Background: an optimization exercise with open tools, aiming at small area and a short achievable clock period. Do not read the settings as production practice.
RTL that was checked went through simulation tests only; none was proved equivalent to the original.

## the baseline
==> module smp8, before the edit <==
module smp8 (input clk, reset,
output reg [3:0] pc,
input [7:0] instr,
output reg [7:0] AC);
wire [3:0] op = instr[7:4];
wire [3:0] a  = instr[3:0];
reg [7:0] R;
reg       Z;
reg [7:0] RAM [15:0];
wire [15:0] opd = 16'h1 << op;
wire [3:0] lo = 4'h1 << a[1:0];
wire [3:0] hi = 4'h1 << a[3:2];
wire [3:0] hi_ld = hi & {4{opd[1]}};
wire [3:0] hi_st = hi & {4{opd[2]}};
genvar w;
generate for (w = 0; w < 16; w = w + 1) begin : mem_w
  always @(posedge clk)
    if (hi_st[w/4] & lo[w%4]) RAM[w] <= AC;
end endgenerate
wire [7:0] memld = RAM[a] & {8{opd[1]}};
function [7:0] addp(input [7:0] x, input [7:0] z, input cin);
  reg [7:0] g, p, G, P;
  reg [8:0] c;
  integer i;
  begin
    g = x & z; p = x ^ z;
    G = g; P = p;
    G[0] = g[0] | (p[0] & cin);
    G[1] = G[1] | (P[1] & G[0]);  P[1] = P[1] & P[0];
    G[3] = G[3] | (P[3] & G[2]);  P[3] = P[3] & P[2];
    G[5] = G[5] | (P[5] & G[4]);  P[5] = P[5] & P[4];
    G[2] = G[2] | (P[2] & G[1]);
    G[3] = G[3] | (P[3] & G[1]);
    G[6] = G[6] | (P[6] & G[5]);  P[6] = P[6] & P[5];
    G[7] = G[7] | (P[7] & G[5]);  P[7] = P[7] & P[5];
    G[4] = G[4] | (P[4] & G[3]);
    G[5] = G[5] | (P[5] & G[3]);
    G[6] = G[6] | (P[6] & G[3]);
    c = {G[6:0], cin};
    addp = p ^ c[7:0];
  end
endfunction
wire sub = opd[9];
wire inc = opd[10];
wire [7:0] sum = addp(AC, (R ^ {8{sub}}) & {8{~inc}}, sub | inc);
reg [3:0] tt;
always @(*)
  case (op)
    4'h0, 4'h2, 4'h3, 4'h5, 4'h6, 4'h7: tt = 4'b1100;   
    4'h4: tt = 4'b1010;   
    4'hC: tt = 4'b1000;   
    4'hD: tt = 4'b1110;   
    4'hE: tt = 4'b0110;   
    4'hF: tt = 4'b0011;   
    default: tt = 4'b0000;   
  endcase
wire [7:0] lut = ({8{tt[3]}} &  AC &  R) | ({8{tt[2]}} &  AC & ~R)
               | ({8{tt[1]}} & ~AC &  R) | ({8{tt[0]}} & ~AC & ~R);
wire [7:0] acnext = memld | (sum & {8{opd[8] | opd[9] | opd[10]}}) | lut;
wire [7:0] p = AC ^ R;
wire [7:0] g = AC | R;
wire z_and = ~|(AC & R);
wire z_ac0 = ~|AC;
wire z_acff = &AC;
wire z_eq  = ~|p;
wire z_or  = ~|g;
wire z_sum = ~p[0] & &(p[7:1] ~^ g[6:0]);    
wire znext = (z_ac0 & opd[3])
  | (z_sum & (opd[4] | opd[5] | opd[6] | opd[7] | opd[8]))
  | (z_eq & (opd[9] | opd[14]))
  | (z_acff & (opd[10] | opd[15]))
  | opd[11]
  | (z_or & opd[13])
  | (z_and & (opd[0] | opd[1] | opd[2] | opd[12]));
wire jump = opd[5] | (opd[6] & Z) | (opd[7] & ~Z);
always @(posedge clk, posedge reset)
  if (reset) begin
    pc <= 4'h0;
    AC <= 8'h00;
    R  <= 8'h00;
    Z  <= 1'b0;
  end else begin
    pc <= jump ? a : pc + 4'h1;
    AC <= acnext;
    if (opd[3]) R <= AC;
    Z  <= znext;
  end
endmodule
==> flow/config.mk <==
export PLATFORM = sky130hd
export DESIGN_NAME = smp8
export DESIGN_NICKNAME = smp8
export VERILOG_FILES = /design/flow/design.v
export SDC_FILE = /design/flow/constraint.sdc
export NUM_CORES = 4
export LEC_CHECK = 0
export ABC_AREA = 1
export CAP_MARGIN = 20
export CORE_MARGIN = 2
export CORE_UTILIZATION = 40
export CTS_BUF_LIST = sky130_fd_sc_hd__clkbuf_8
export SETUP_SLACK_MARGIN = 1.75
export SLEW_MARGIN = 20
==> flow/constraint.sdc <==
create_clock -name core_clock -period 3.7 [get_ports {clk}]
set_input_delay 0.7400 -clock core_clock [delete_from_list [all_inputs] [get_ports {clk}]]
set_output_delay 0.7400 -clock core_clock [all_outputs]
set_load 0.01 [all_outputs]
standard.sh (not shown) runs the stock make flow with config.mk's settings and CLKGATE_MAP_FILE= SYNTH_SCRIPT=/design/flow/synth_recipe.tcl, a recipe that flattens the netlist after the stock synthesis.
==> flow/flow/run.sh <==
#!/bin/bash
# Standard ORFS layout with two changes:
#  - Yosys's full-adder extraction is off, so ABC maps the adders itself;
#  - the port buffers that buffer_ports inserts are plain buf_2 cells
#    instead of the delay cells it otherwise picks.
export ADDER_MAP_FILE=
export BUFFER_PORTS_ARGS="-buffer_cell sky130_fd_sc_hd__buf_2"
bash standard.sh > standard.log 2>&1
[inputs] the candidate vs the baseline
-- flow/design.v --
<<< the baseline, line 18
    if (hi_st[w/4] & lo[w%4]) RAM[w] <= AC;
end endgenerate
wire [7:0] memld = RAM[a] & {8{opd[1]}};
function [7:0] addp(input [7:0] x, input [7:0] z, input cin);
  reg [7:0] g, p, G, P;
>>> the candidate, line 18
    if (hi_st[w/4] & lo[w%4]) RAM[w] <= AC;
end endgenerate
reg [7:0] memld;
integer k;
always @(*) begin
  memld = 8'h00;
  for (k = 0; k < 16; k = k + 1)
    memld = memld | (RAM[k] & {8{hi_ld[k/4] & lo[k%4]}});
end
function [7:0] addp(input [7:0] x, input [7:0] z, input cin);
  reg [7:0] g, p, G, P;
<<< the baseline, line 44
wire inc = opd[10];
wire [7:0] sum = addp(AC, (R ^ {8{sub}}) & {8{~inc}}, sub | inc);
reg [3:0] tt;
always @(*)
  case (op)
    4'h0, 4'h2, 4'h3, 4'h5, 4'h6, 4'h7: tt = 4'b1100;   
    4'h4: tt = 4'b1010;   
    4'hC: tt = 4'b1000;   
    4'hD: tt = 4'b1110;   
    4'hE: tt = 4'b0110;   
    4'hF: tt = 4'b0011;   
    default: tt = 4'b0000;   
  endcase
wire [7:0] lut = ({8{tt[3]}} &  AC &  R) | ({8{tt[2]}} &  AC & ~R)
               | ({8{tt[1]}} & ~AC &  R) | ({8{tt[0]}} & ~AC & ~R);
wire [7:0] acnext = memld | (sum & {8{opd[8] | opd[9] | opd[10]}}) | lut;
wire [7:0] p = AC ^ R;
wire [7:0] g = AC | R;
>>> the candidate, line 50
wire inc = opd[10];
wire [7:0] sum = addp(AC, (R ^ {8{sub}}) & {8{~inc}}, sub | inc);
wire [7:0] acnext = memld
  | (R   & {8{opd[4]}})
  | (sum & {8{opd[8] | opd[9] | opd[10]}})
  | ((AC & R) & {8{opd[12]}})
  | ((AC | R) & {8{opd[13]}})
  | ((AC ^ R) & {8{opd[14]}})
  | (~AC & {8{opd[15]}})
  | (AC  & {8{opd[0] | opd[2] | opd[3] | opd[5] | opd[6] | opd[7]}});
wire [7:0] p = AC ^ R;
wire [7:0] g = AC | R;
## What came out
The candidate — total of plain and repair buffers excluding clock buffers 5 higher, the baseline as reference
Count of placed standard cells in the final layout, fillers left out of the candidate falls short of that of the baseline slightly.
Against the baseline, number of vias per cell in the candidate rose slightly.
Global-route usage: the candidate > the baseline
Changes observed in the candidate relative to the baseline: signal arrival time at the worst endpoint decreased 1.18 ns; die area fell about 0.8%.
The RTL of the baseline was laid out without a check of its function.

## afterwards: timing with drivers on the ports
No port has a modelled driver above. Below, the same layouts with a new extraction and two added sets of constraints. Step 1, drivers: a clkbuf_16 drives clk and a buf_2 each remaining input, both assumed. Step 2 moves the port delays by t, midway between the first and last clock arrival at a register: inputs arrive t later, outputs are due t later. That takes back most of the time a late clock gives input paths. a / b / c = ideal / step 1 / step 2; a / b = the first two.
run	t, ns	slack for setup (ns)	latest minus earliest clock arrival (ns)
the baseline	0.508	1.664 / 1.684 / 1.176	0.014 / 0.014
the candidate	0.498	1.763 / 1.727 / 1.247	0.012 / 0.012
After both steps every run listed still meets setup and hold. The setup slack of the candidate, which loses most, moves by -0.036 ns with the drivers and by -0.516 ns with both steps.
